Background: an optimization exercise with open tools, aiming at small area. Do not read the settings as production practice. Where RTL was checked, it was by simulation tests only, not by an equivalence proof against the original. Function not checked in runs 1, 5 and 6: the RTL went through the layout flow alone. In runs 1 to 4 the design's own scripts or RTL, not TritonCTS, make the clock network. No driver is modelled on the clock port, so clock power and skew are understated where the tree is cut down; a real chip needs a root buffer or a tree. Power and IR drop assume default switching activity.

==> flow/design.v <==
module UART(clk, reset, load, out_port, eight, pen, ohel,
            baud, tx, rx, r_status, r_data, uart_int, uart_ds);
   input        clk, reset, load, eight, pen, ohel, rx, r_status, r_data;
   input  [3:0] baud;
   input  [7:0] out_port;
   output       tx, uart_int;
   output [7:0] uart_ds;
   reg [18:0] k;
   always @(*)
      case (baud)
         4'd0:    k = 19'd333333;
         4'd1:    k = 19'd83333;
         4'd2:    k = 19'd41667;
         4'd3:    k = 19'd20833;
         4'd4:    k = 19'd10417;
         4'd5:    k = 19'd5208;
         4'd6:    k = 19'd2604;
         4'd7:    k = 19'd1736;
         4'd8:    k = 19'd868;
         4'd9:    k = 19'd434;
         4'd10:   k = 19'd217;
         default: k = 19'd109;
      endcase
   reg        loaddi, tdoit, txrdy;
   reg [10:0] tsr;             
   reg [18:0] tcnt;
   reg  [3:0] tbc;
   wire tbtu  = &(tcnt | ~k);
   wire tdone = (tbc == 4'd11);
   wire p7    = ^out_port[6:0];
   wire p8    = p7 ^ out_port[7];
   wire b9    = eight ? out_port[7] : (pen ? p7 ^ ohel : 1'b1);
   wire b10   = (eight & pen) ? p8 ^ ohel : 1'b1;
   always @(posedge clk, posedge reset)
      if (reset) begin
         loaddi <= 1'b0;
         tdoit  <= 1'b0;
         txrdy  <= 1'b1;
         tsr[0] <= 1'b1;
      end else begin
         loaddi <= load;
         if (loaddi)     tdoit <= 1'b1;
         else if (tdone) tdoit <= 1'b0;
         if (tdone)      txrdy <= 1'b1;
         else if (load)  txrdy <= 1'b0;
         if (loaddi)     tsr[0] <= 1'b1;
         else if (tbtu)  tsr[0] <= tsr[1];
      end
   always @(posedge clk)
      if (load)                  tsr[10:1] <= {b10, b9, out_port[6:0], 1'b0};
      else if (tbtu & ~loaddi)   tsr[10:1] <= {1'b1, tsr[10:2]};
   always @(posedge clk)
      if (!tdoit) begin
         tcnt <= 19'd0;
         tbc  <= 4'd0;
      end else if (tbtu) begin
         tcnt <= 19'd0;
         tbc  <= tbc + 4'd1;
      end else
         tcnt <= tcnt + 19'd1;
   assign tx = tsr[0];
   reg        rstart, rdoit;
   reg [18:0] rcnt;
   reg  [3:0] rbc;
   reg  [9:0] rsr;
   reg        rxrdy, perr, ferr, ovf;
   wire        rbtu = rdoit & (&(rcnt | ~{k[18:1], k[0] & ~rstart}));
   wire  [3:0] nbits = (eight & pen) ? 4'd11 : (eight | pen) ? 4'd10 : 4'd9;
   wire        rdone = (rbc == nbits);
   always @(posedge clk, posedge reset)
      if (reset) begin
         rstart <= 1'b0;
         rdoit  <= 1'b0;
      end else if (!rdoit) begin
         rstart <= ~rx;
         rdoit  <= ~rx;
      end else if (rstart) begin
         rstart <= ~rx & ~rbtu;
         rdoit  <= ~rx;
      end else if (rdone)
         rdoit  <= 1'b0;
   always @(posedge clk)
      if (!rdoit) begin
         rcnt <= 19'd0;
         rbc  <= 4'd0;
      end else if (rbtu) begin
         rcnt <= 19'd0;
         rbc  <= rbc + 4'd1;
      end else
         rcnt <= rcnt + {rstart, ~rstart};
   wire       e9 = eight & pen;
   wire       e8 = eight ^ pen;
   wire       rsh = rbtu & ~rstart;
   always @(posedge clk, posedge reset)
      if (reset)
         rsr <= 10'h3ff;
      else if (rsh) begin
         rsr[9]   <= rx;
         rsr[8]   <= e9 ? rsr[9] : rx;
         rsr[7]   <= (e9 | e8) ? rsr[8] : rx;
         rsr[6:0] <= rsr[7:1];
      end
   wire [7:0] rdata  = {eight & rsr[7], rsr[6:0]};
   wire       stopb  = e9 ? rsr[9] : (pen | ~eight) ? ((e8) ? rsr[8] : rsr[7]) : 1'b0;
   wire       perr_s = pen & rdone & (ohel ^ (^rsr[7:0]) ^ (eight & rsr[8]));
   wire       ferr_s = rdone & ~stopb;
   always @(posedge clk, posedge reset)
      if (reset) begin
         rxrdy <= 1'b0;
         perr  <= 1'b0;
         ferr  <= 1'b0;
         ovf   <= 1'b0;
      end else begin
         if (rdone)              rxrdy <= 1'b1;
         else if (r_data)        rxrdy <= 1'b0;
         if (perr_s)             perr  <= 1'b1;
         else if (r_data)        perr  <= 1'b0;
         if (ferr_s)             ferr  <= 1'b1;
         else if (r_data)        ferr  <= 1'b0;
         if (rdone & rxrdy)      ovf   <= 1'b1;
         else if (r_data)        ovf   <= 1'b0;
      end
   reg ed_t, ed_r;
   always @(posedge clk, posedge reset)
      if (reset) begin
         ed_t <= 1'b0;
         ed_r <= 1'b0;
      end else begin
         ed_t <= txrdy;
         ed_r <= rxrdy;
      end
   assign uart_int = (txrdy & ~ed_t) | (rxrdy & ~ed_r);
   assign uart_ds  = r_status ? {3'b0, ovf, ferr, perr, txrdy, rxrdy} : rdata;
endmodule
==> flow/flow/run.sh <==
#!/bin/bash
# Layout flow: the standard flow (standard.sh) with
#  - ABC mapping the logic with an area script (flow/my_synth.tcl),
#  - the smallest buffer on the ports,
#  - a one-level clock tree placed by hand (flow/clock_buffers.tcl).
set -euo pipefail
HERE=$(pwd)
export AREA_ABC_SCRIPT=$HERE/flow/abc_area.script
export FLOW_SYNTH_TCL=$HERE/synth_recipe.tcl
export BUFFER_PORTS_ARGS="-buffer_cell sky130_fd_sc_hd__buf_1"
export PRE_CTS_TCL=$HERE/flow/clock_buffers.tcl
export CLK_BUF=${CLK_BUF:-sky130_fd_sc_hd__clkbuf_8}
export CLK_GROUPS=${CLK_GROUPS:-4}
bash standard.sh SYNTH_SCRIPT=$HERE/flow/my_synth.tcl finish > $HERE/flow_make.log 2>&1
==> flow/flow/abc_area.script <==
strash
scorr
balance -l
 resub -K 6 -l
 rewrite -l
 resub -K 6 -N 2 -l
 refactor -l
 resub -K 8 -l
 balance -l
 resub -K 8 -N 2 -l
 rewrite -l
 resub -K 10 -l
 rewrite -z -l
 resub -K 10 -N 2 -l
 balance -l
 resub -K 12 -l
 refactor -z -l
 resub -K 12 -N 2 -l
 rewrite -z -l
 balance -l
balance -l
 resub -K 6 -l
 rewrite -l
 resub -K 6 -N 2 -l
 refactor -l
 resub -K 8 -l
 balance -l
 resub -K 8 -N 2 -l
 rewrite -l
 resub -K 10 -l
 rewrite -z -l
 resub -K 10 -N 2 -l
 balance -l
 resub -K 12 -l
 refactor -z -l
 resub -K 12 -N 2 -l
 rewrite -z -l
 balance -l
dch -f
amap
==> flow/flow/clock_buffers.tcl <==
# Sourced before CTS (PRE_CTS_TCL). Builds a one-level clock tree by hand:
# the registers are split by position into $::env(CLK_GROUPS) groups, each
# driven by one $::env(CLK_BUF) placed at the group's centre and fed by the
# clock port. TritonCTS is then skipped; the rest of the CTS step (legalizing,
# timing repair) runs as usual.
set block [ord::get_db_block]
set db [ord::get_db]
set clk_net [$block findNet clk]
set master [$db findMaster $::env(CLK_BUF)]
set ngroups $::env(CLK_GROUPS)

set sinks {}
foreach it [$clk_net getITerms] {
  set box [[$it getInst] getBBox]
  set x [expr {([$box xMin] + [$box xMax]) / 2}]
  set y [expr {([$box yMin] + [$box yMax]) / 2}]
  lappend sinks [list $it $x $y]
}
set n [llength $sinks]
puts "clock_buffers: $n clock sinks, $ngroups groups of $::env(CLK_BUF)"

# split along the longer side of the sinks' bounding box, then the other
set xs [lmap s $sinks {lindex $s 1}]
set ys [lmap s $sinks {lindex $s 2}]
set w [expr {[tcl::mathfunc::max {*}$xs] - [tcl::mathfunc::min {*}$xs]}]
set h [expr {[tcl::mathfunc::max {*}$ys] - [tcl::mathfunc::min {*}$ys]}]

proc split_groups {sinks k axis} {
  if {$k <= 1} { return [list $sinks] }
  set sorted [lsort -real -index $axis $sinks]
  set k1 [expr {$k / 2}]
  set cut [expr {([llength $sorted] * $k1) / $k}]
  set other [expr {$axis == 1 ? 2 : 1}]
  return [concat [split_groups [lrange $sorted 0 [expr {$cut - 1}]] $k1 $other] \
                 [split_groups [lrange $sorted $cut end] [expr {$k - $k1}] $other]]
}
set groups [split_groups $sinks $ngroups [expr {$w >= $h ? 1 : 2}]]

set gi 0
foreach g $groups {
  set sx 0; set sy 0
  foreach s $g { set sx [expr {$sx + [lindex $s 1]}]; set sy [expr {$sy + [lindex $s 2]}] }
  set cx [expr {int($sx / [llength $g])}]
  set cy [expr {int($sy / [llength $g])}]
  set inst [odb::dbInst_create $block $master "clkbuf_hand_$gi"]
  set net [odb::dbNet_create $block "clknet_hand_$gi"]
  $net setSigType CLOCK
  [$inst findITerm A] connect $clk_net
  [$inst findITerm X] connect $net
  foreach s $g {
    set it [lindex $s 0]
    $it disconnect
    $it connect $net
  }
  $inst setLocation $cx $cy
  $inst setPlacementStatus PLACED
  puts "clock_buffers: clkbuf_hand_$gi at ($cx, $cy) drives [llength $g] sinks"
  incr gi
}

proc clock_tree_synthesis {args} {
  puts "clock_tree_synthesis skipped: the clock buffers were placed by clock_buffers.tcl"
}
==> flow/flow/my_synth.tcl <==
# The standard flow's synthesis script (synth_recipe.tcl, unchanged), with ABC mapping the
# combinational logic by an area-oriented script. Registers are mapped by
# dfflibmap before ABC runs, so they are the standard synthesis's.
proc abc {args} {
  set i [lsearch -exact $args -script]
  if { $i >= 0 } { lset args [expr {$i + 1}] $::env(AREA_ABC_SCRIPT) }
  puts "abc (area script): $args"
  yosys abc {*}$args
}
source $::env(FLOW_SYNTH_TCL)
==> flow/standard.sh <==
#!/bin/bash
# synth_recipe.tcl (not shown) runs the flow's synth.tcl, then flattens the netlist and writes it again
# the make line also repeats each setting of config.mk as NAME=value (left out here)
make -C /OpenROAD-flow-scripts/flow DESIGN_CONFIG=/design/flow/config.mk WORK_HOME=/design/flow/orfs CLKGATE_MAP_FILE= SYNTH_SCRIPT=/design/flow/synth_recipe.tcl "${@:-finish}"
==> flow/config.mk <==
export PLATFORM = sky130hd
export DESIGN_NAME = UART
export DESIGN_NICKNAME = UART
export VERILOG_FILES = /design/flow/design.v
export SDC_FILE = /design/flow/constraint.sdc
export NUM_CORES = 4
export LEC_CHECK = 0
export CAP_MARGIN = 20
export CORE_MARGIN = 2
export CORE_UTILIZATION = 40
export PLACE_DENSITY = 0.6
export SLEW_MARGIN = 20
==> flow/constraint.sdc <==
create_clock -name core_clock -period 10.0 [get_ports {clk}]
set_input_delay 2.0000 -clock core_clock [delete_from_list [all_inputs] [get_ports {clk}]]
set_output_delay 2.0000 -clock core_clock [all_outputs]
set_load 0.01 [all_outputs]
==> reports/metrics.yaml, run 1 <==
outcome:
  status: "finished clean"
setup_path:
  cpMostUsedCell: "clkinv_1"
  critPathCaptureType: "flip-flop"
  crit_chain: "buf_1 -> clkinv_1 -> o21ai_0 -> clkinv_1 -> o21ai_0 -> nor2_1 -> nor4_1 -> o2111ai_1 -> nor3_1 -> nand2_1 -> nor2_1 -> clkinv_1 -> o22ai_1"
  crit_family: "buffers and inverters"
  cp_num_buf_inv: 4
  startpoint_type: "input port"
  criticalPathCategory: "input port to flip-flop"
  cp_slowest_cell: "nor2_1"
  worstPathArrival_ns: 5.40
  crit_required_ns: 10.10
  r2r_start: "rstart"
  slowest_delay_ns: 0.56
  startpoint: "baud[3]"
  path_max_fanout: 11
cts:
  clkSlewWorstSetupHoldPaths_ns: 0.12
  cts_resized: 0
  post_cts_buffers: 0
  postCtsHoldBufs: 0
  worstSkewPairLatency_ns: 0.17
placement:
  dp_slack_ns: 4.250
  dp_hpwl_um: 6136
  port_buffers: 30
  place_congestion: 0.8456
min_path:
  min-delay-start: "rxrdy"
  holdCritPathClass: "flip-flop to flip-flop"
timing:
  slew_headroom: 0.4744
  rsz0062_at_grt: "no"
  min_period_ns: 5.299
  period_share: 0.5299
  hold_violations: 0
  slew_violations: 0
  worstMarginPinSlew_ns: 0.7836
  fin_skew_ns: 0.005379
  max_freq_mhz: 188.7
  finalSetupTns_ns: 0
  setup_viol: 0
  fin_ws_ns: 4.701
layout:
  fin_nets: 510
  syn_to_final_growth_pct: 8.605
  layout-drive-gt1-share: 0.03805
  antenna_cells: 0
  final_cell_mix: "nor2_1 (75), clkinv_1 (70), dfxtp_1 (47), nand2_1 (32), o22ai_1 (32)"
  final_common_cell: "nor2_1"
  postLayoutCoreUtil: 0.4417
synthesis:
  synthCells: 438
  syn_avg_cell_area_um2: 8.498
  synthDistinctLibCells: 38
  ys_warn_count: 1
  synth.net_count: 473
  synth_seq_cells: 78
  netlist_area_um2: 3722
  yosysSeqAreaShare: 0.4773
route:
  drt_iter0_drc: 122
  vias: 3100
  ant_nets: 0
  wl_um: 7958
  wl_per_cell_um: 13.63
  drcViolationCount: 0
  firstDrtPassIters: 4
  via_per_inst: 5.308
power:
  max-vdd-ir-drop_v: 0.0001096
  p_leak_uw: 0.001430
  p_per_area_nw_per_um2: 191.3
grt:
  grt_max_degree: 23
  grt.overflow.total: 0
  grt_pass1_wl_um: 13460
  antenna_found_initial: 0
  grt_util_all_layers: 0.1566
  grt_pass1_vias: 2967
floorplan:
  core_um2: 9153
  initial_core_util: 0.4067
  rows: 35
  die_h_um: 100.5
  die_x_um: 100.5
  die_area_um2: 10090
  ios: 31
job:
  drv_cap: 0
[per-layer routing]
layer  up-vias  track usage  wire length (um)
met1      1413       0.2220              4038
met2        50       0.2710              3589
met4         0      0.01475                76
li1       1628            -                 -
met5         -            0                 0
met3         9      0.01387               254
[cells in the mapped netlist]
cell type | number | area, um2
o22ai_1 | 32 | 200.2
nor2_1 | 75 | 281.5
o21ai_0 | 24 | 120.1
a311oi_1 | 4 | 35.03
o41a_1 | 1 | 11.26
o21bai_1 | 2 | 15.01
dfstp_2 | 12 | 315.3
nand2_1 | 32 | 120.1
edfxtp_1 | 9 | 270.3
o32ai_1 | 4 | 35.03
o211ai_1 | 1 | 7.510
dfrtp_1 | 10 | 250.2
nand3_1 | 6 | 30.03
o31ai_1 | 2 | 15.01
a31oi_1 | 1 | 6.260
nor2b_1 | 5 | 31.28
fa_1 | 1 | 20.02
a32o_1 | 7 | 70.07
dfxtp_1 | 47 | 940.9
a221o_1 | 1 | 10.01
nor4b_1 | 1 | 8.760
o2111ai_1 | 2 | 17.52
a21oi_1 | 22 | 110.1
nor3_1 | 12 | 60.06
nor4_1 | 5 | 31.28
ha_1 | 13 | 162.7
o221a_1 | 1 | 11.26
and2_0 | 1 | 6.260
o221ai_1 | 1 | 8.760
a222oi_1 | 1 | 10.01
and3_1 | 6 | 37.54
clkinv_1 | 70 | 262.8
or2_0 | 1 | 6.260
a221oi_1 | 2 | 17.52
a2111oi_0 | 1 | 8.760
xor2_1 | 4 | 35.03
o21a_1 | 2 | 15.01
a211oi_1 | 17 | 127.6
[report_power, final]
part	total [uW]	switching [uW]	internal (uW)	leakage, uW
logic	232	140	91.6	0.000673
clock network	116	78.1	37.5	0.0000288
registers	426	38.9	387	0.000728
total	773	257	516	0.00143
[logic make-up after synthesis]
logic type / after synthesis / share of synthesized area
fa+ha+maj: 14 / 0.04908
buf+inv: 70 / 0.07059
xor+xnor: 4 / 0.009411
compound gates: 128 / 0.2289
flops: 78 / 0.4773
simple gates: 144 / 0.1647
[path summary, 6_finish.rpt]
kind	slack [ns]	depth (start not counted)	to
max	4.70	13	rsr[9]
min	0.40	0	ed_r
max reg2reg	6.73	20	rcnt[18]
min reg2reg	0.40	0	ed_r
max in group asynchronous	7.78	2	rsr[0]
min in group asynchronous	1.84	2	ed_r
[stage by stage]
stage,instances,hold slack (ns),total power (uW),area [um2]
floorplan,438,0.3609,601.4,3722
finish,584,0.3950,773.5,4043
CTS,584,0.3745,750.5,4036
global placement,580,0.3653,660.0,3981
global route,584,0.4122,825.9,4043
detailed placement,580,0.3745,664.8,3981
[area by class of cell]
type | instances | area (um2)
Buffer | 4 | 55.05
Fill cell | 894 | 5110
Inverter | 70 | 262.8
Multi-Input combinational cell | 290 | 1689
Sequential cell | 78 | 1777
Tap cell | 111 | 138.9
Timing Repair Buffer | 31 | 120.1
[state kept, by name (all words and copies together), names as in the netlist, 4 cells and up]
name,flops
rcnt,19
rbc,4
tbc,4
tsr,11
rsr,10
tcnt,19
==> inputs of run 2 (changes only) <==
--- a/flow/design.v
+++ b/flow/design.v
@@ -21,7 +21,8 @@
          4'd10:   k = 19'd217;
          default: k = 19'd109;
       endcase
-   reg        loaddi, tdoit, txrdy;
+   reg        loaddi, tdoit, txbusy;    
+   wire       txrdy = ~txbusy;
    reg [10:0] tsr;             
    reg [18:0] tcnt;
    reg  [3:0] tbc;
@@ -35,14 +36,14 @@
       if (reset) begin
          loaddi <= 1'b0;
          tdoit  <= 1'b0;
-         txrdy  <= 1'b1;
+         txbusy <= 1'b0;
          tsr[0] <= 1'b1;
       end else begin
          loaddi <= load;
          if (loaddi)     tdoit <= 1'b1;
          else if (tdone) tdoit <= 1'b0;
-         if (tdone)      txrdy <= 1'b1;
-         else if (load)  txrdy <= 1'b0;
+         if (tdone)      txbusy <= 1'b0;
+         else if (load)  txbusy <= 1'b1;
          if (loaddi)     tsr[0] <= 1'b1;
          else if (tbtu)  tsr[0] <= tsr[1];
       end
@@ -91,15 +92,17 @@
    wire       e9 = eight & pen;
    wire       e8 = eight ^ pen;
    wire       rsh = rbtu & ~rstart;
+   reg  [9:0] rsr_n;
    always @(posedge clk, posedge reset)
       if (reset)
-         rsr <= 10'h3ff;
+         rsr_n <= 10'h000;
       else if (rsh) begin
-         rsr[9]   <= rx;
-         rsr[8]   <= e9 ? rsr[9] : rx;
-         rsr[7]   <= (e9 | e8) ? rsr[8] : rx;
-         rsr[6:0] <= rsr[7:1];
+         rsr_n[9]   <= ~rx;
+         rsr_n[8]   <= e9 ? rsr_n[9] : ~rx;
+         rsr_n[7]   <= (e9 | e8) ? rsr_n[8] : ~rx;
+         rsr_n[6:0] <= rsr_n[7:1];
       end
+   always @(*) rsr = ~rsr_n;
    wire [7:0] rdata  = {eight & rsr[7], rsr[6:0]};
    wire       stopb  = e9 ? rsr[9] : (pen | ~eight) ? ((e8) ? rsr[8] : rsr[7]) : 1'b0;
    wire       perr_s = pen & rdone & (ohel ^ (^rsr[7:0]) ^ (eight & rsr[8]));
--- a/flow/flow/abc_area.script
+++ b/flow/flow/abc_area.script
@@ -36,5 +36,7 @@
  resub -K 12 -N 2 -l
  rewrite -z -l
  balance -l
-dch -f
-amap
+&get -n
+&dch -f
+&nf -p -a -R 1000
+&put
==> run 2 against run 1 <==
  * Still clean
  * Final area down 1.6%
  * Global-route usage about the same
  * First-iteration DRC count down 25%
  * Fmax down 1.3%
  * Synthesized cell count down 13%
  * Hold slack better by 0.073 ns
  * Highest routed layer unchanged
==> reports/metrics.yaml, run 2 <==
layout:
  seq_area_um2: 1763  # -0.77%
  final_cell_mix: "dfxtp_1 (47), a21oi_1 (41), nor3_1 (39), and3_1 (30), buf_1 (30)"
  layout-drive-gt1-share: 0.01435  # -0.02370
  stdcell_count: 526  # -9.9%
  fillers: 877  # -1.9%
  syn_to_final_growth_pct: 8.464
  multi_input_area_um2: 1839  # +8.9%
  fin_nets: 455  # -11%
  final_common_cell: "dfxtp_1"
  reg_top3: "rcnt: 19 flops, tcnt: 19 flops, tsr: 11 flops"
  antenna_cells: 0  # unchanged
route:
  vias: 2927  # -5.6%
  drcViolationCount: 0  # unchanged
  ant_nets: 0  # unchanged
  via_per_inst: 5.565  # +4.8%
  wl_per_cell_um: 14.61  # +7.2%
  drt_iter0_drc: 92  # -25%
  wl_um: 7683  # -3.5%
  firstDrtPassIters: 4  # unchanged
placement:
  port_buffers: 30  # unchanged
  dp_hpwl_um: 5799  # -5.5%
  dp_slack_ns: 4.487  # +0.2367 ns
  dp_cells: 522  # -10%
  place_congestion: 0.8944  # +5.8%
floorplan:
  rows: 34  # -2.9%
  die_x_um: 99.74  # -0.73%
  die_h_um: 99.74  # -0.73%
  ios: 31  # unchanged
  initial_core_util: 0.4163  # +0.009613
  die_area_um2: 9947  # -1.4%
  core_um2: 8806  # -3.8%
timing:
  fin_skew_ns: 0.006363  # +0.0009842 ns
  whs_ns: 0.4676  # +0.07255 ns
  finalSetupTns_ns: 0  # unchanged
  period_share: 0.5367  # +0.006816
  min_period_ns: 5.367  # +0.06816 ns
  worstMarginPinSlew_ns: 0.9177  # +0.1341 ns
  hold_violations: 0  # unchanged
  fin_ws_ns: 4.633  # -0.06816 ns
  max_freq_mhz: 186.3  # -1.3%
  setup_viol: 0  # unchanged
  rsz0062_at_grt: "no"
  slew_headroom: 0.3796  # -0.09480
  slew_violations: 0  # unchanged
synthesis:
  synth_seq_cells: 78  # unchanged
  ys_warn_count: 1  # unchanged
  synth.net_count: 418  # -12%
  synth_area_leaders: "dfxtp_1 (26%), dfrtp_1 (14%), edfxtp_1 (7.4%), a21oi_1 (5.6%), nor3_1 (5.3%)"
  ys.flop_type: "dfxtp_1"
  synth.top_cells.by_count: "dfxtp_1 (47), a21oi_1 (41), nor3_1 (39)"
  netlist_area_um2: 3666  # -1.5%
  synth_edf_count: 9  # unchanged
  syn_avg_cell_area_um2: 9.572  # +13%
  yosysSeqAreaShare: 0.4809  # +0.003576
  synth_most_common_cell: "dfxtp_1"
  netlist.area_leader.share: 0.2567  # +0.003882
  synthDistinctLibCells: 41  # +7.9%
  async_reset_ff_frac: 0.2821  # unchanged
  synthCells: 383  # -13%
  yosysTopAreaCell: "dfxtp_1"
cts:
  post_cts_buffers: 0  # unchanged
  cts_resized: 0  # unchanged
  postCtsHoldBufs: 0  # unchanged
  worstSkewPairLatency_ns: 0.17  # about the same
  clkSlewWorstSetupHoldPaths_ns: 0.12  # about the same
setup_path:
  critPathCaptureType: "flip-flop"
  cpMostUsedCell: "nor3_1"
  crit_chain: "buf_1 -> clkinv_1 -> nand3_1 -> and2_0 -> o22ai_1 -> nor3_1 -> o2111ai_1 -> nor3_1 -> nand2_1 -> nor2_1 -> mux2_1"
  crit_required_ns: 10.06  # -0.04 ns
  criticalPathCategory: "input port to flip-flop"
  worstPathArrival_ns: 5.43  # +0.03 ns
  slowest_delay_ns: 0.67  # +0.11 ns
  cp_num_buf_inv: 2  # -2
  cp_slowest_cell: "nor2_1"
  crit_family: "simple AND/OR/NAND/NOR gates"
  startpoint_type: "input port"
  path_max_fanout: 16  # +5
grt:
  antenna_found_initial: 0  # unchanged
  grt_max_degree: 23  # unchanged
  grt_pass1_vias: 2748  # -7.4%
  grt.overflow.total: 0  # unchanged
  grt_pass1_wl_um: 13250  # -1.6%
  grt_util_all_layers: 0.1561  # -0.0004328
power:
  p_per_area_nw_per_um2: 171.8  # -10%
  max-vdd-ir-drop_v: 0.00008557  # -22%
  p_leak_uw: 0.001675  # +17%
  totalPowerFinal_uw: 683.2  # -12%
outcome:
  status: "finished clean"
job:
  drv_cap: 0  # unchanged
min_path:
  holdCritPathClass: "flip-flop to flip-flop"
==> run 2: changes by cell type after synthesis, moves of 19 or more <==
cell	previous run	this run
nor3_1	12	39
clkinv_1	70	17
and3_1	6	30
o22ai_1	32	12
nor2_1	75	20
a21oi_1	22	41
==> run 2: worst paths after layout <==
path	start	to	slack [ns]	cells after the start
worst min register to register	tbc[3]	tbc[3]	0.47	1
max in group asynchronous	reset	rdoit	7.79	2
worst max register to register	rstart	rcnt[18]	6.89	14
worst min-delay path	tbc[3]	tbc[3]	0.47	1
worst max-delay path	baud[3]	rsr_n[1]	4.63	11
min in group asynchronous	reset	tdoit	1.83	2
==> run 2: where the power goes <==
part           internal [uW]  total (uW)  switching [uW]
sequential               365         415            49.6
clock                   37.5         116            78.5
combinational           73.1         152            79.1
total                    476         683             207
==> run 2: metal layers <==
metal / wire, um / global-route usage / vias to the layer above
li1: - / - / 1494
met1: 3986 / 0.2428 / 1369
met2: 3356 / 0.2479 / 50
met3: 190 / 0.007027 / 14
met4: 150 / 0.02002 / 0
met5: 0 / 0 / -
==> run 2: final cells by class <==
class	instances	area share
multi-input combinational	288	0.4626
sequential	78	0.4434
tap	108	0.03398
timing repair buffer	31	0.03021
inverter	17	0.01605
buffer	4	0.01385
==> run 2: cells by family (layout without fill, tap and decap cells) <==
group	after synthesis	count (layout)	share of synthesized area
xor+xnor	22	22	0.05256
flops	78	78	0.4809
mux	11	11	0.03277
fa+ha+maj	14	14	0.04983
simple gates	137	137	0.1932
compound gates	104	104	0.1734
buf+inv	17	52	0.01741
==> run 2: per-stage QoR <==
stage	utilization	cell area, um2
2_1_floorplan	-	3666
3_3_place_gp	0.4453	3921
3_5_place_dp	0.4453	3921
4_1_cts	0.4515	3976
5_1_grt	0.4515	3976
6_report	0.4515	3976
==> inputs of run 3 (changes only) <==
--- a/flow/flow/abc_area.script
+++ b/flow/flow/abc_area.script
@@ -36,7 +36,6 @@
  resub -K 12 -N 2 -l
  rewrite -z -l
  balance -l
-&get -n
-&dch -f
-&nf -p -a -R 1000
-&put
+dc2
+dch -f
+amap
==> run 3 against run 2 <==
  * Hold slack lost 0.073 ns
  * Synthesized cell count grew 13%
  * Register-to-register slack lost 0.21 ns
  * Synthesized area grew 0.14%
  * Global-route usage shrank 0.26 points
  * Wire length is essentially flat
  * Flip-flop and latch count is the same
  * Combinational power shrank 3%
  * Power shrank 4.4%
  * Fmax grew 0.67%
  * Critical path depth grew 3
  * Highest routed layer unchanged
==> reports/metrics.yaml, run 3 <==
floorplan:
  ios: 31  # unchanged
  die_h_um: 99.80  # about the same
  die_x_um: 99.80  # about the same
  rows: 34  # unchanged
  core_um2: 8806  # unchanged
  initial_core_util: 0.4169  # +0.0005684
  die_area_um2: 9960  # +0.13%
power:
  p_leak_uw: 0.001408  # -16%
  max-vdd-ir-drop_v: 0.00005530  # -35%
  p_per_area_nw_per_um2: 164.4  # -4.3%
layout:
  reg_top3: "rcnt: 19 flops, tcnt: 19 flops, tsr: 11 flops"
  final_common_cell: "nor2_1"
  antenna_cells: 0  # unchanged
  fin_nets: 503  # +11%
  postLayoutCoreUtil: 0.4513  # about the same
  layout-drive-gt1-share: 0.01073  # -0.003624
  final_cell_mix: "nor2_1 (80), clkinv_1 (54), dfxtp_1 (47), nand2_1 (36)"
  syn_to_final_growth_pct: 8.248
timing:
  hold_violations: 0  # unchanged
  min_period_ns: 5.332  # -0.03571 ns
  max_freq_mhz: 187.6  # +0.67%
  worstMarginPinSlew_ns: 0.7975  # -0.1202 ns
  setup_viol: 0  # unchanged
  fin_skew_ns: 0.005645  # -0.0007181 ns
  finalSetupTns_ns: 0  # unchanged
  period_share: 0.5332  # -0.003571
  slew_violations: 0  # unchanged
  slew_headroom: 0.4651  # +0.08550
  rsz0062_at_grt: "no"
synthesis:
  synth_area_leaders: "dfxtp_1 (26%), dfrtp_1 (14%), nor2_1 (8.2%), edfxtp_1 (7.4%), clkinv_1 (5.5%)"
  synth.net_count: 467  # +12%
  synthMuxAreaShare: 0  # -0.03276
  ys_warn_count: 1  # unchanged
  synth_compound_area_frac: 0.2352  # +0.06179
  synth_top_family_by_area: "compound AO/OA/AOI/OAI gates"
  ys.flop_type: "dfxtp_1"
  synth_edf_count: 9  # unchanged
  synthAdderAreaFrac: 0.04976  # -0.00006793
  netlist.area_leader.share: 0.2563  # -0.0003499
  synth_most_common_cell: "nor2_1"
  synthCells: 432  # +13%
  yosysTopAreaCell: "dfxtp_1"
  synth.top_cells.by_count: "nor2_1 (80), clkinv_1 (54), dfxtp_1 (47)"
  synthDistinctLibCells: 39  # -4.9%
  yosysSeqAreaShare: 0.4802  # -0.0006556
  synth-xor-area-share: 0.004772  # -0.04779
  synth_seq_cells: 78  # unchanged
  yosys.area_share.simple: 0.1748  # -0.01833
  async_reset_ff_frac: 0.2821  # unchanged
  syn_avg_cell_area_um2: 8.498  # -11%
  netlist_area_um2: 3671  # +0.14%
route:
  drt_iter0_drc: 119  # +29%
  wl_um: 7686  # about the same
  ant_nets: 0  # unchanged
  vias: 3094  # +5.7%
  via_per_inst: 5.390  # -3.1%
  drcViolationCount: 0  # unchanged
  firstDrtPassIters: 4  # unchanged
  wl_per_cell_um: 13.39  # -8.3%
cts:
  clkSlewWorstSetupHoldPaths_ns: 0.12  # about the same
  worstSkewPairLatency_ns: 0.17  # about the same
  cts_resized: 0  # unchanged
  post_cts_buffers: 0  # unchanged
  postCtsHoldBufs: 0  # unchanged
outcome:
  status: "finished clean"
setup_path:
  cp_slowest_cell: "nor2_1"
  cpMostUsedCell: "clkinv_1"
  criticalPathCategory: "input port to flip-flop"
  ff2ff_path_depth: 21  # +7
  slowest_delay_ns: 0.51  # -0.16 ns
  startpoint_type: "input port"
  r2r_slack_ns: 6.68  # -0.21 ns
  critPathCaptureType: "flip-flop"
  crit_required_ns: 10.09  # +0.03 ns
  r2r_end: "rcnt[18]"
  r2r_start: "rstart"
  crit_chain: "buf_1 -> clkinv_1 -> ha_1 -> nand2_1 -> clkinv_1 -> nor2_1 -> o22ai_1 -> nor4_1 -> nand4b_1 -> nor3_1 -> nand2_1 -> nor2_1 -> clkinv_1 -> o22ai_1"
  path_max_fanout: 12  # -4
  worstPathArrival_ns: 5.42  # about the same
min_path:
  holdCritPathClass: "flip-flop to flip-flop"
  min_to: "ed_r"
  min-delay-start: "rxrdy"
  whs_path_depth: 0  # -1
grt:
  grt_pass1_vias: 2787  # +1.4%
  grt_util_all_layers: 0.1536  # -0.002566
  antenna_found_initial: 0  # unchanged
  grt.overflow.total: 0  # unchanged
  grt_max_degree: 23  # unchanged
  grt_pass1_wl_um: 13100  # -1.1%
placement:
  place_congestion: 0.8404  # -6.0%
  dp_hpwl_um: 5993  # +3.4%
  port_buffers: 30  # unchanged
job:
  drv_cap: 0  # unchanged
==> run 3: kinds of logic (layout without fill, tap and decap cells) <==
kind of cell | Yosys count | count (layout)
buffers and inverters | 54 | 88
adders and majority gates | 14 | 14
xor gates and xnor gates | 2 | 2
AOI/OAI and AO/OA | 133 | 133
DFF | 78 | 78
and+or+nand+nor | 151 | 151
==> run 3: power breakdown <==
part	internal, uW	switching [uW]	total (uW)
Clock	37.6	80.2	118
Sequential	357	31.6	389
Combinational	56.8	89.8	147
Total	452	202	653
==> run 3: critical path, delay by kind of cell <==
family,cells,cell delay (ns)
adders and majority gates,1,0.34
and+or+nand+nor,7,1.69
buffers and inverters,4,1.02
AOI/OAI and AO/OA,2,0.38
==> run 3: how the worst max path moves through the flow <==
stage | from | to | slack, ns | cells after the start
finish | baud[0] | rsr_n[5] | 4.67 | 14
global route | baud[3] | rsr_n[9] | 4.23 | 14
global placement | baud[0] | rsr_n[8] | 4.63 | 15
detailed placement | baud[0] | rsr_n[5] | 4.55 | 14
CTS | baud[0] | rsr_n[5] | 4.54 | 14
floorplan | baud[0] | rsr_n[8] | 5.50 | 14
==> run 3: area by class of cell <==
| class | instances | area [um2] |
|---|---|---|
| Buffer | 4 | 55.05 |
| Fill cell | 869 | 4832 |
| Inverter | 54 | 202.7 |
| Multi-Input combinational cell | 300 | 1705 |
| Sequential cell | 78 | 1763 |
| Tap cell | 108 | 135.1 |
| Timing Repair Buffer | 30 | 112.6 |
==> run 3: per-stage QoR <==
step	instance area [um2]	total power (uW)	hold slack, ns	instances	worst slack [ns]
after floorplan	3671	500.0	0.3609	432	5.500
after global placement	3919	538.9	0.3708	570	4.635
after detailed placement	3919	543.9	0.3690	570	4.550
after CTS	3974	628.6	0.3690	574	4.543
after global routing	3974	695.6	0.4136	574	4.233
final	3974	653.4	0.3949	574	4.668
==> run 3: per-layer routing <==
metal / vias up / part of all wire / global-route usage
met5: - / 0 / 0
met4: 0 / 0.014 / 0.02107
met3: 7 / 0.046 / 0.01253
met2: 64 / 0.44 / 0.2479
met1: 1397 / 0.50 / 0.2319
li1: 1626 / - / -
==> inputs of run 4 (changes only) <==
--- a/flow/design.v
+++ b/flow/design.v
@@ -105,7 +105,13 @@
    always @(*) rsr = ~rsr_n;
    wire [7:0] rdata  = {eight & rsr[7], rsr[6:0]};
    wire       stopb  = e9 ? rsr[9] : (pen | ~eight) ? ((e8) ? rsr[8] : rsr[7]) : 1'b0;
-   wire       perr_s = pen & rdone & (ohel ^ (^rsr[7:0]) ^ (eight & rsr[8]));
+   reg        rpar;
+   always @(posedge clk, posedge reset)
+      if (reset)
+         rpar <= 1'b0;
+      else if (rsh)
+         rpar <= rpar ^ (e9 ? rsr_n[9] : rsr_n[8]) ^ rsr_n[0];
+   wire       perr_s = pen & rdone & (ohel ^ rpar ^ e9);
    wire       ferr_s = rdone & ~stopb;
    always @(posedge clk, posedge reset)
       if (reset) begin
==> run 4 against run 3 <==
  * Still clean on timing, DRC and antenna
  * Register-to-register slack improved by 0.05 ns
  * First-iteration DRC count fell by 13%
  * Critical path depth rose by 2
  * Cell count fell by 1.2%
  * Critical path type unchanged
  * Critical endpoint is now tsr[8]
  * Largest power group unchanged
  * Highest routed layer unchanged
==> reports/metrics.yaml, run 4 <==
synthesis:
  synth_most_common_cell: "nor2_1"
  ys_warn_count: 1  # unchanged
  synth.net_count: 459  # -1.7%
  synth_edf_count: 9  # unchanged
  synthDistinctLibCells: 38  # -2.6%
  yosysSeqAreaShare: 0.4899  # +0.009655
  syn_avg_cell_area_um2: 8.608  # +1.3%
  netlist_area_um2: 3650  # -0.58%
  synthCells: 424  # -1.9%
  ys.flop_type: "dfxtp_1"
  synth_area_leaders: "dfxtp_1 (26%), dfrtp_1 (15%), edfxtp_1 (7.4%), nor2_1 (7.3%), clkinv_1 (5.1%)"
  async_reset_ff_frac: 0.2911  # +0.009088
  synth.top_cells.by_count: "nor2_1 (71), clkinv_1 (50), dfxtp_1 (47)"
  netlist.area_leader.share: 0.2578  # +0.001494
  synth_seq_cells: 79  # +1.3%
  yosysTopAreaCell: "dfxtp_1"
grt:
  grt_max_degree: 24  # +4.3%
  grt_pass1_vias: 2816  # +1.0%
  grt_util_all_layers: 0.1486  # -0.005008
  antenna_found_initial: 0  # unchanged
  grt_pass1_wl_um: 12700  # -3.0%
  grt.overflow.total: 0  # unchanged
placement:
  dp_cells: 563  # -1.2%
  place_congestion: 0.9425  # +12%
  dp_hpwl_um: 5618  # -6.3%
  dp_slack_ns: 4.352  # -0.1981 ns
  port_buffers: 30  # unchanged
layout:
  syn_to_final_growth_pct: 8.536
  antenna_cells: 0  # unchanged
  stdcell_count: 567  # -1.2%
  fillers: 890  # +2.4%
  layout-drive-gt1-share: 0.01307  # +0.002342
  reg_top3: "rcnt: 19 flops, tcnt: 19 flops, tsr: 11 flops"
  final_cell_mix: "nor2_1 (71), clkinv_1 (50), dfxtp_1 (47), nand2_1 (44), o21ai_0 (35)"
  final_common_cell: "nor2_1"
  fin_nets: 496  # -1.4%
setup_path:
  cp_num_buf_inv: 5  # +1
  r2r_start: "rstart"
  ff2ff_path_depth: 19  # -9.5%
  r2r_slack_ns: 6.73  # +0.05 ns
  startpoint_type: "input port"
  cp_slowest_cell: "nor2_1"
  critPathCaptureType: "flip-flop"
  path_max_fanout: 10  # -2
  slowest_delay_ns: 0.50  # about the same
  crit_chain: "buf_1 -> clkinv_1 -> ha_1 -> nand2_1 -> o211ai_1 -> nor2_1 -> nor4_1 -> o21ai_0 -> nor4_1 -> o211ai_1 -> a2111oi_1 -> buf_4 -> clkinv_1 -> nor2_1 -> nor2_1 -> clkinv_1"
  r2r_end: "rcnt[18]"
  worstPathArrival_ns: 5.35  # -0.07 ns
  cp.depth: 16  # +2
  crit_family: "simple AND/OR/NAND/NOR gates"
  criticalPathCategory: "input port to flip-flop"
  crit_required_ns: 9.87  # -0.22 ns
timing:
  min_period_ns: 5.476  # +0.1441 ns
  max_freq_mhz: 182.6  # -2.6%
  fin_skew_ns: 0.008514  # +0.002869 ns
  worstMarginPinSlew_ns: 0.8198  # +0.02236 ns
  finalSetupTns_ns: 0  # unchanged
  slew_violations: 0  # unchanged
  slew_headroom: 0.4501  # -0.01500
  setup_viol: 0  # unchanged
  hold_violations: 0  # unchanged
  rsz0062_at_grt: "no"
  fin_ws_ns: 4.524  # -0.1441 ns
  period_share: 0.5476  # +0.01441
power:
  p_leak_uw: 0.001405  # -0.18%
  max-vdd-ir-drop_v: 0.00009517  # +72%
  p_per_area_nw_per_um2: 165.9  # +0.93%
route:
  wl_um: 7390  # -3.9%
  route.met2.wl_um: 3190  # -5.3%
  top_layer_used: "met4"
  vias: 3025  # -2.2%
  drcViolationCount: 0  # unchanged
  via_per_inst: 5.335  # -1.0%
  firstDrtPassIters: 4  # unchanged
  routedLengthMet1_um: 3709  # -3.8%
  ant_nets: 0  # unchanged
  drt_iter0_drc: 104  # -13%
  wl_per_cell_um: 13.03  # -2.7%
  met3_length_um: 319  # -10%
cts:
  postCtsHoldBufs: 0  # unchanged
  cts_resized: 0  # unchanged
  post_cts_buffers: 0  # unchanged
  clkSlewWorstSetupHoldPaths_ns: 0.12  # about the same
  worstSkewPairLatency_ns: 0.17  # about the same
floorplan:
  die_x_um: 99.52  # -0.28%
  ios: 31  # unchanged
  rows: 34  # unchanged
  core_um2: 8806  # unchanged
  die_area_um2: 9904  # -0.56%
  initial_core_util: 0.4145  # -0.002416
  die_h_um: 99.52  # -0.28%
job:
  drv_cap: 0  # unchanged
min_path:
  min_to: "ed_r"
  holdCritPathClass: "flip-flop to flip-flop"
  whs_path_depth: 0  # unchanged
  min-delay-start: "rxrdy"
outcome:
  status: "finished clean"
## run 4: cell count changes after synthesis, sizes merged, moves of 3 or more
cell | previous run | this run
o21ai | 28 | 35
nand2 | 36 | 44
nand3 | 6 | 9
a221oi | 3 | 0
clkinv | 54 | 50
a21oi | 25 | 21
o22ai | 30 | 24
nor2 | 80 | 71
and3 | 7 | 4
## run 4: through the flow
stage / instance area, um2 / power, uW / utilization / hold slack [ns]
2_1_floorplan: 3650 / 502.9 / - / 0.3609
3_3_place_gp: 3906 / 545.8 / 0.4436 / 0.3776
3_5_place_dp: 3906 / 548.4 / 0.4436 / 0.3794
4_1_cts: 3961 / 633.7 / 0.4498 / 0.3794
5_1_grt: 3961 / 700.8 / 0.4498 / 0.4301
6_report: 3961 / 657.3 / 0.4498 / 0.4073
## run 4: where the power goes
part	switching (uW)	internal (uW)	total, uW	leakage, uW
clock network	79.7	37.6	117	0.0000288
registers	35.6	364	399	0.000737
logic	85.4	55.2	141	0.000640
## run 4: worst max-delay path by stage
stage                       start       to  slack [ns]
after floorplan           baud[1]  tsr[10]        4.30
after global placement    baud[3]   tsr[3]        4.49
after detailed placement  baud[1]     rpar        4.35
after CTS                 baud[1]     rpar        4.34
after global routing      baud[1]     rpar        4.01
final                     baud[1]   tsr[8]        4.52
## run 4: final cells by class
type                    instances  area (um2)  area share
plain buffers                   4       55.05     0.01390
inverters                      50       187.7     0.04738
multi-input cells             295        1675      0.4229
flip-flops and latches         79        1788      0.4514
well taps                     108       135.1     0.03411
repair buffers                 31       120.1     0.03032
## run 4: layer usage
layer  vias to the layer above  global-route usage
li1                       1599                   -
met5                         -                   0
met1                      1342              0.2078
met3                        17             0.01476
met4                         0             0.02845
met2                        67              0.2521
## run 4: worst register-to-register path, delay by kind of cell, from the launching register on
family / cells / cell delay (ns)
AO/OA/AOI/OAI: 2 / 0.20
adder cells (fa/ha/maj): 2 / 0.56
AND/OR/NAND/NOR: 13 / 1.74
flip-flops: 1 / 0.48
buffers and inverters: 2 / 0.19
## run 4: logic make-up (layout without fill, tap and decap cells)
family / count (synthesis) / in the layout / share of synthesized area
and+or+nand+nor: 150 / 150 / 0.1738
AOI/OAI and AO/OA: 130 / 130 / 0.2324
DFF: 79 / 79 / 0.4899
buffers and inverters: 50 / 85 / 0.05142
adders and majority gates: 14 / 14 / 0.05005
xor gates and xnor gates: 1 / 1 / 0.002400
==> inputs of run 5 (changes only) <==
--- a/flow/design.v
+++ b/flow/design.v
@@ -21,8 +21,7 @@
          4'd10:   k = 19'd217;
          default: k = 19'd109;
       endcase
-   reg        loaddi, tdoit, txbusy;    
-   wire       txrdy = ~txbusy;
+   reg        loaddi, tdoit, txrdy;
    reg [10:0] tsr;             
    reg [18:0] tcnt;
    reg  [3:0] tbc;
@@ -36,14 +35,14 @@
       if (reset) begin
          loaddi <= 1'b0;
          tdoit  <= 1'b0;
-         txbusy <= 1'b0;
+         txrdy  <= 1'b1;
          tsr[0] <= 1'b1;
       end else begin
          loaddi <= load;
          if (loaddi)     tdoit <= 1'b1;
          else if (tdone) tdoit <= 1'b0;
-         if (tdone)      txbusy <= 1'b0;
-         else if (load)  txbusy <= 1'b1;
+         if (tdone)      txrdy <= 1'b1;
+         else if (load)  txrdy <= 1'b0;
          if (loaddi)     tsr[0] <= 1'b1;
          else if (tbtu)  tsr[0] <= tsr[1];
       end
@@ -92,26 +91,18 @@
    wire       e9 = eight & pen;
    wire       e8 = eight ^ pen;
    wire       rsh = rbtu & ~rstart;
-   reg  [9:0] rsr_n;
    always @(posedge clk, posedge reset)
       if (reset)
-         rsr_n <= 10'h000;
+         rsr <= 10'h3ff;
       else if (rsh) begin
-         rsr_n[9]   <= ~rx;
-         rsr_n[8]   <= e9 ? rsr_n[9] : ~rx;
-         rsr_n[7]   <= (e9 | e8) ? rsr_n[8] : ~rx;
-         rsr_n[6:0] <= rsr_n[7:1];
+         rsr[9]   <= rx;
+         rsr[8]   <= e9 ? rsr[9] : rx;
+         rsr[7]   <= (e9 | e8) ? rsr[8] : rx;
+         rsr[6:0] <= rsr[7:1];
       end
-   always @(*) rsr = ~rsr_n;
    wire [7:0] rdata  = {eight & rsr[7], rsr[6:0]};
    wire       stopb  = e9 ? rsr[9] : (pen | ~eight) ? ((e8) ? rsr[8] : rsr[7]) : 1'b0;
-   reg        rpar;
-   always @(posedge clk, posedge reset)
-      if (reset)
-         rpar <= 1'b0;
-      else if (rsh)
-         rpar <= rpar ^ (e9 ? rsr_n[9] : rsr_n[8]) ^ rsr_n[0];
-   wire       perr_s = pen & rdone & (ohel ^ rpar ^ e9);
+   wire       perr_s = pen & rdone & (ohel ^ (^rsr[7:0]) ^ (eight & rsr[8]));
    wire       ferr_s = rdone & ~stopb;
    always @(posedge clk, posedge reset)
       if (reset) begin
==> flow/flow/run.sh (replaced) <==
#!/bin/bash
# Layout flow: the standard flow (standard.sh) with
#  - ABC mapping the logic with an area script (flow/my_synth.tcl),
#  - the smallest buffer on the ports,
#  - a clock tree of small clock buffers without dummy loads.
set -euo pipefail
HERE=$(pwd)
export AREA_ABC_SCRIPT=$HERE/flow/abc_area.script
export FLOW_SYNTH_TCL=$HERE/synth_recipe.tcl
export BUFFER_PORTS_ARGS="-buffer_cell sky130_fd_sc_hd__buf_1"
export CTS_ARGS="-sink_clustering_enable -repair_clock_nets -buf_list {sky130_fd_sc_hd__clkbuf_8} -root_buf sky130_fd_sc_hd__clkbuf_8 -sink_clustering_size 25 -dont_use_dummy_load"
bash standard.sh SYNTH_SCRIPT=$HERE/flow/my_synth.tcl finish > $HERE/flow_make.log 2>&1
--- a/flow/flow/abc_area.script
+++ b/flow/flow/abc_area.script
@@ -36,6 +36,5 @@
  resub -K 12 -N 2 -l
  rewrite -z -l
  balance -l
-dc2
 dch -f
 amap
removed: flow/flow/clock_buffers.tcl
==> run 5 against run 4 <==
  * Setup slack gained 0.38 ns
  * Synthesized cell count grew 3.3%
  * Sequential share of layout area shrank 1.9 points
  * Critical endpoint is now rsr[9]
  * Register-to-register slack gained 0.03 ns
  * First-iteration DRC count grew 26%
  * Still clean on timing, DRC and antenna
  * Synthesized area grew 2.0%
  * Die area grew 1.9%
  * Highest routed layer unchanged
  * Final area grew 3.8%
==> reports/metrics.yaml, run 5 <==
outcome:
  status: "finished clean"
synthesis:
  yosys.area_share.simple: 0.1647  # -0.009103
  ys.flop_type: "dfxtp_1"
  synth_seq_cells: 78  # -1.3%
  yosysSeqAreaShare: 0.4773  # -0.01258
  synth-xor-area-share: 0.009412  # +0.007012
  yosysTopAreaCell: "dfxtp_1"
  ys_warn_count: 1  # unchanged
  synth_edf_count: 9  # unchanged
  netlist_area_um2: 3722  # +2.0%
  synth.net_count: 473  # +3.1%
  synth_top_family_by_area: "compound AO/OA/AOI/OAI gates"
  netlist.area_leader.share: 0.2528  # -0.005026
  synthMuxAreaShare: 0  # unchanged
  async_reset_ff_frac: 0.2821  # -0.009088
  synth.top_cells.by_count: "nor2_1 (75), clkinv_1 (70), dfxtp_1 (47)"
  synthCells: 438  # +3.3%
  synthDistinctLibCells: 38  # unchanged
  synth_area_leaders: "dfxtp_1 (25%), dfstp_2 (8.5%), nor2_1 (7.6%), edfxtp_1 (7.3%), clkinv_1 (7.1%)"
  syn_avg_cell_area_um2: 8.498  # -1.3%
  synthAdderAreaFrac: 0.04908  # -0.0009758
  synth_most_common_cell: "nor2_1"
  synth_compound_area_frac: 0.2289  # -0.003523
setup_path:
  crit_required_ns: 10.28  # +0.41 ns
  cp_slowest_cell: "nor2_1"
  criticalPathCategory: "input port to flip-flop"
  crit_family: "simple AND/OR/NAND/NOR gates"
  cp_num_buf_inv: 4  # -1
  startpoint_type: "input port"
  cpMostUsedCell: "clkinv_1"
  cp.depth: 13  # -3
  worstPathArrival_ns: 5.38  # +0.03 ns
  ff2ff_path_depth: 20  # +1
  critPathCaptureType: "flip-flop"
  path_max_fanout: 11  # +1
  crit_chain: "buf_1 -> clkinv_1 -> o21ai_0 -> clkinv_1 -> o21ai_0 -> nor2_1 -> nor4_1 -> o2111ai_1 -> nor3_1 -> nand2_1 -> nor2_1 -> clkinv_1 -> o22ai_1"
  slowest_delay_ns: 0.56  # +0.06 ns
timing:
  whs_ns: 0.3870  # -0.02023 ns
  max_freq_mhz: 196.2  # +7.4%
  worstMarginPinSlew_ns: 0.7841  # -0.03576 ns
  slew_headroom: 0.4740  # +0.02398
  slew_violations: 0  # unchanged
  period_share: 0.5098  # -0.03777
  hold_violations: 0  # unchanged
  fin_skew_ns: 0.02389  # +0.01537 ns
  rsz0062_at_grt: "no"
  finalSetupTns_ns: 0  # unchanged
  setup_viol: 0  # unchanged
  min_period_ns: 5.098  # -0.3777 ns
cts:
  worstSkewPairLatency_ns: 0.36  # +0.19 ns
  cts_root_buf: "clkbuf_8"
  cts.path.max_buffers: 2
  clkSinkCount: 78
  post_cts_buffers: 0  # unchanged
  h-tree-depth: 3
  numCtsBuffers: 9
  clkSlewWorstSetupHoldPaths_ns: 0.08  # -0.04 ns
  postCtsHoldBufs: 0  # unchanged
  cts_tree: "done"
  cts_resized: 0  # unchanged
grt:
  grt_max_degree: 23  # -4.2%
  grt.overflow.total: 0  # unchanged
  antenna_found_initial: 0  # unchanged
  grt_pass1_wl_um: 13830  # +8.9%
  grt_util_all_layers: 0.1720  # +0.02344
  grt_pass1_vias: 3013  # +7.0%
route:
  wl_per_cell_um: 13.86  # +6.3%
  via_per_inst: 5.367  # +0.59%
  drcViolationCount: 0  # unchanged
  wl_um: 8164  # +10%
  met3_length_um: 246  # -23%
  drt_iter0_drc: 131  # +26%
  vias: 3161  # +4.5%
  route.met2.wl_um: 3709  # +16%
  routedLengthMet1_um: 4070  # +9.7%
  firstDrtPassIters: 4  # unchanged
  ant_nets: 0  # unchanged
  top_layer_used: "met4"
power:
  p_int_uw: 559.5  # +23%
  pwr-share-comb: 0.276  # +0.062
  pwr-share-clk: 0.216  # +0.038
  p_seq_frac: 0.508  # -0.100
  p_per_area_nw_per_um2: 204.3  # +23%
  max-vdd-ir-drop_v: 0.0001139  # +20%
  p_leak_uw: 0.001466  # +4.3%
  p_sw_frac: 0.3339  # +0.02848
  p_switching_uw: 280.4  # +40%
layout:
  final_common_cell: "nor2_1"
  multi_input_area_um2: 1689  # +0.82%
  antenna_cells: 0  # unchanged
  fillers: 880  # -1.1%
  layout-drive-gt1-share: 0.04812  # +0.03505
  fin_nets: 515  # +3.8%
  final_cell_mix: "nor2_1 (75), clkinv_1 (70), dfxtp_1 (47), nand2_1 (32), o22ai_1 (32)"
  fin_area_um2: 4111  # +3.8%
  syn_to_final_growth_pct: 10.45
  postLayoutCoreUtil: 0.4492  # -0.0006300
  reg_top3: "rcnt: 19 flops, tcnt: 19 flops, tsr: 11 flops"
  seq_area_um2: 1777  # -0.63%
job:
  drv_cap: 0  # unchanged
min_path:
  holdCritPathClass: "flip-flop to flip-flop"
  whs_path_depth: 0  # unchanged
floorplan:
  ios: 31  # unchanged
  core_um2: 9153  # +3.9%
  die_area_um2: 10090  # +1.9%
  initial_core_util: 0.4067  # -0.007766
  die_x_um: 100.5  # +0.95%
  die_h_um: 100.5  # +0.95%
  rows: 35  # +2.9%
placement:
  dp_hpwl_um: 6136  # +9.2%
  place_congestion: 0.8456  # -10%
  port_buffers: 30  # unchanged
  place_area_um2: 3981  # +1.9%
## run 5: changes by cell type after synthesis, moves of 4 or more
cell	change
nor3_1	+5
nand2_1	-12
dfrtp_1	-12
dfstp_2	+11
clkinv_1	+20
o21ai_0	-11
o22ai_1	+8
nor2_1	+4
## run 5: path summary, 6_finish.rpt
check	startpoint	endpoint	slack (ns)
worst max-delay path	baud[3]	rsr[9]	4.90
worst min-delay path	rxrdy	ed_r	0.39
worst max register to register	rstart	rcnt[18]	6.76
worst min register to register	rxrdy	ed_r	0.39
max in group asynchronous	reset	perr	7.96
min in group asynchronous	reset	rstart	1.66
## run 5: cell families (layout without fill, tap and decap cells)
kind of cell | after synthesis | count (layout)
flops | 78 | 78
buf+inv | 70 | 110
fa+ha+maj | 14 | 14
compound gates | 128 | 128
xor+xnor | 4 | 4
simple gates | 144 | 144
## run 5: cell type report
class                           instances  area share
Tap cell                              111     0.03378
Timing Repair Buffer                   31     0.02921
Sequential cell                        78      0.4321
Inverter                               70     0.06391
Multi-Input combinational cell        290      0.4108
Clock buffer                            9     0.03013
## run 5: worst reg2reg max path: stages (launching register included)
cell      delay (ns)
dfrtp_1         0.45
clkinv_1        0.13
ha_1            0.18
clkinv_1        0.08
fa_1            0.39
clkinv_1        0.07
nand3_1         0.09
nor2_1          0.15
nand2_1         0.09
nor2_1          0.13
nand2_1         0.09
nor2_1          0.13
nand2_1         0.09
nor2_1          0.13
nand2_1         0.09
nor2_1          0.13
nand2_1         0.09
nor2_1          0.16
and3_1          0.22
a21oi_1         0.08
a311oi_1        0.19
## run 5: stage by stage
stage | cells | setup slack [ns] | power (uW)
floorplan | 438 | 4.956 | 601.4
global placement | 580 | 4.469 | 660.0
detailed placement | 580 | 4.250 | 664.8
CTS | 589 | 4.577 | 845.9
global route | 589 | 4.238 | 896.5
finish | 589 | 4.902 | 839.9
## run 5: power groups by stage
stage	clock network (uW)	logic [uW]	registers (uW)
5_1_grt	199	264	433
3_3_place_gp	0	227	433
6_report	182	232	426
4_1_cts	186	233	427
3_5_place_dp	0	231	434
2_1_floorplan	0	180	422
## run 5: metal layers
metal	global-route usage	up-vias
li1	-	1639
met1	0.2299	1450
met2	0.2741	60
met3	0.03259	12
met4	0.07165	0
met5	0	-
==> inputs of run 6 (changes only) <==
--- a/flow/flow/run.sh
+++ b/flow/flow/run.sh
@@ -8,5 +8,5 @@
 export AREA_ABC_SCRIPT=$HERE/flow/abc_area.script
 export FLOW_SYNTH_TCL=$HERE/synth_recipe.tcl
 export BUFFER_PORTS_ARGS="-buffer_cell sky130_fd_sc_hd__buf_1"
-export CTS_ARGS="-sink_clustering_enable -repair_clock_nets -buf_list {sky130_fd_sc_hd__clkbuf_8} -root_buf sky130_fd_sc_hd__clkbuf_8 -sink_clustering_size 25 -dont_use_dummy_load"
+export CTS_ARGS="-sink_clustering_enable -repair_clock_nets -buf_list {sky130_fd_sc_hd__clkbuf_2 sky130_fd_sc_hd__clkbuf_4} -root_buf sky130_fd_sc_hd__clkbuf_8 -dont_use_dummy_load"
 bash standard.sh SYNTH_SCRIPT=$HERE/flow/my_synth.tcl finish > $HERE/flow_make.log 2>&1
==> run 6 against run 5 <==
  * Highest routed layer unchanged
  * Power is the same
  * Critical path depth is the same
  * Setup slack is the same
  * Non-clock buffer count is the same
  * Die area is the same
  * Clock-buffer cell count is the same
  * Sequential power is essentially flat
  * Flip-flop and latch count is the same
  * Combinational power is essentially flat
  * Critical path type unchanged
  * Hold slack is the same
  * Global-route usage is the same
  * Largest power group unchanged
  * Fmax is the same
==> reports/metrics.yaml, run 6 <==
outcome:
  status: "finished clean"
setup_path:
  worstPathArrival_ns: 5.38  # about the same
  criticalPathCategory: "input port to flip-flop"
  ff2ff_path_depth: 20  # unchanged
  path_max_fanout: 11  # unchanged
  startpoint_type: "input port"
  crit_required_ns: 10.28  # about the same
  critPathCaptureType: "flip-flop"
job:
  drv_cap: 0  # unchanged
floorplan:
  core_um2: 9153  # unchanged
  rows: 35  # unchanged
  die_area_um2: 10090  # unchanged
  initial_core_util: 0.4067  # unchanged
  ios: 31  # unchanged
  die_x_um: 100.5  # unchanged
  die_h_um: 100.5  # unchanged
placement:
  place_congestion: 0.8456  # unchanged
  dp_hpwl_um: 6136  # unchanged
  port_buffers: 30  # unchanged
layout:
  layout-drive-gt1-share: 0.04812  # unchanged
  final_common_cell: "nor2_1"
  syn_to_final_growth_pct: 10.45  # unchanged
  antenna_cells: 0  # unchanged
  postLayoutCoreUtil: 0.4492  # unchanged
  fin_nets: 515  # unchanged
  final_cell_mix: "nor2_1 (75), clkinv_1 (70), dfxtp_1 (47), nand2_1 (32), o22ai_1 (32)"
  reg_top3: "rcnt: 19 flops, tcnt: 19 flops, tsr: 11 flops"
cts:
  clkSlewWorstSetupHoldPaths_ns: 0.08  # about the same
  cts_resized: 0  # unchanged
  postCtsHoldBufs: 0  # unchanged
  clkSinkCount: 78  # unchanged
  worstSkewPairLatency_ns: 0.36  # about the same
  post_cts_buffers: 0  # unchanged
  numCtsBuffers: 9  # unchanged
  h-tree-depth: 3  # unchanged
  cts_root_buf: "clkbuf_8"
  cts.path.max_buffers: 2  # unchanged
  cts_tree: "done"
power:
  p_per_area_nw_per_um2: 204.3  # unchanged
  totalPowerFinal_uw: 839.9  # unchanged
  max-vdd-ir-drop_v: 0.0001139  # unchanged
  p_leak_uw: 0.001466  # unchanged
timing:
  setup_viol: 0  # unchanged
  slew_headroom: 0.4740  # unchanged
  min_period_ns: 5.098  # unchanged
  period_share: 0.5098  # unchanged
  hold_violations: 0  # unchanged
  fin_skew_ns: 0.02389  # unchanged
  finalSetupTns_ns: 0  # unchanged
  rsz0062_at_grt: "no"
  max_freq_mhz: 196.2  # unchanged
  whs_ns: 0.3870  # unchanged
  worstMarginPinSlew_ns: 0.7841  # unchanged
  slew_violations: 0  # unchanged
route:
  wl_per_cell_um: 13.86  # unchanged
  drcViolationCount: 0  # unchanged
  drt_iter0_drc: 131  # unchanged
  ant_nets: 0  # unchanged
  via_per_inst: 5.367  # unchanged
  firstDrtPassIters: 4  # unchanged
  vias: 3161  # unchanged
  wl_um: 8164  # unchanged
synthesis:
  ys.flop_type: "dfxtp_1"
  synthCells: 438  # unchanged
  synth_area_leaders: "dfxtp_1 (25%), dfstp_2 (8.5%), nor2_1 (7.6%), edfxtp_1 (7.3%), clkinv_1 (7.1%)"
  yosysTopAreaCell: "dfxtp_1"
  netlist_area_um2: 3722  # unchanged
  synthDistinctLibCells: 38  # unchanged
  ys_warn_count: 1  # unchanged
  synth_seq_cells: 78  # unchanged
  async_reset_ff_frac: 0.2821  # unchanged
  synth.top_cells.by_count: "nor2_1 (75), clkinv_1 (70), dfxtp_1 (47)"
  syn_avg_cell_area_um2: 8.498  # unchanged
  netlist.area_leader.share: 0.2528  # unchanged
  synth_edf_count: 9  # unchanged
  synth.net_count: 473  # unchanged
  synth_most_common_cell: "nor2_1"
  yosysSeqAreaShare: 0.4773  # unchanged
grt:
  grt_util_all_layers: 0.1720  # unchanged
  antenna_found_initial: 0  # unchanged
  grt_pass1_wl_um: 13830  # unchanged
  grt_max_degree: 23  # unchanged
  grt_pass1_vias: 3013  # unchanged
  grt.overflow.total: 0  # unchanged
min_path:
  whs_path_depth: 0  # unchanged
  holdCritPathClass: "flip-flop to flip-flop"
[run 6: cell counts after synthesis]
No cell type changed its count.
[run 6: path summary, 6_finish.rpt]
check,startpoint,to,slack [ns]
setup / recovery,baud[3],rsr[9],4.90
hold / removal,rxrdy,ed_r,0.39
setup reg to reg,rstart,rcnt[18],6.76
hold reg to reg,rxrdy,ed_r,0.39
max in group asynchronous,reset,perr,7.96
min in group asynchronous,reset,rstart,1.66
[run 6: cell type report]
cell class	instances	area [um2]
clock buffer	9	123.9
fill	880	5041
inverter	70	262.8
multi-input combinational	290	1689
sequential	78	1777
tap	111	138.9
timing repair buffer	31	120.1
[run 6: stage by stage]
step / instances / cell area (um2) / setup slack [ns]
after floorplan: 438 / 3722 / 4.956
after global placement: 580 / 3981 / 4.469
after detailed placement: 580 / 3981 / 4.250
after CTS: 589 / 4105 / 4.577
after global routing: 589 / 4111 / 4.238
final: 589 / 4111 / 4.902
[run 6: layer usage]
metal / track usage / vias to the layer above / share of wire
met5: 0 / - / 0
met3: 0.03259 / 12 / 0.030
li1: - / 1639 / -
met1: 0.2299 / 1450 / 0.50
met4: 0.07165 / 0 / 0.017
met2: 0.2741 / 60 / 0.45
[run 6: cells by family (layout without fill, tap and decap cells)]
| family | count (synthesis) | count (layout) | synth area share |
|---|---|---|---|
| DFF | 78 | 78 | 0.4773 |
| xor gates and xnor gates | 4 | 4 | 0.009411 |
| adders and majority gates | 14 | 14 | 0.04908 |
| buffers and inverters | 70 | 110 | 0.07059 |
| AOI/OAI and AO/OA | 128 | 128 | 0.2289 |
| and+or+nand+nor | 144 | 144 | 0.1647 |
[run 6: power breakdown]
part | internal, uW | leakage (uW) | switching [uW]
clock | 80.4 | 0.0000647 | 101
sequential | 388 | 0.000728 | 38.9
combinational | 91.6 | 0.000673 | 140
total | 560 | 0.00147 | 280
[run 6: worst max-delay path: stages]
cell	delay [ns]
buf_1	0.33
clkinv_1	0.35
o21ai_0	0.21
clkinv_1	0.09
o21ai_0	0.28
nor2_1	0.07
nor4_1	0.18
o2111ai_1	0.14
nor3_1	0.26
nand2_1	0.17
nor2_1	0.56
clkinv_1	0.46
o22ai_1	0.27

==> re-timing with driven ports <==
No port has a modelled driver above. Below, the same layouts with a new extraction and two added sets of constraints. Step 1 assumes that a clkbuf_16 drives the clock port and a buf_2 every other input. Step 2 moves the port delays by t, midway between the first and last clock arrival at a register: inputs arrive t later, outputs are due t later. That takes back most of the time a late clock gives input paths. a / b / c = ideal / step 1 / step 2; a / b = the first two.
run	t, ns	setup slack, ns	latest minus earliest clock arrival (ns)	pins driven straight from the clock port
run 1	0.232	4.701 / 4.739 / 4.507	0.005 / 0.005	4
run 2	0.228	4.633 / 4.669 / 4.441	0.010 / 0.010	4
run 3	0.234	4.668 / 4.711 / 4.477	0.006 / 0.005	4
run 4	0.233	4.524 / 4.566 / 4.332	0.009 / 0.009	4
run 5	0.375	4.902 / 4.906 / 4.531	0.024 / 0.024	1
run 6	0.375	4.902 / 4.906 / 4.531	0.024 / 0.024	1
After both steps every run listed still meets setup and hold.
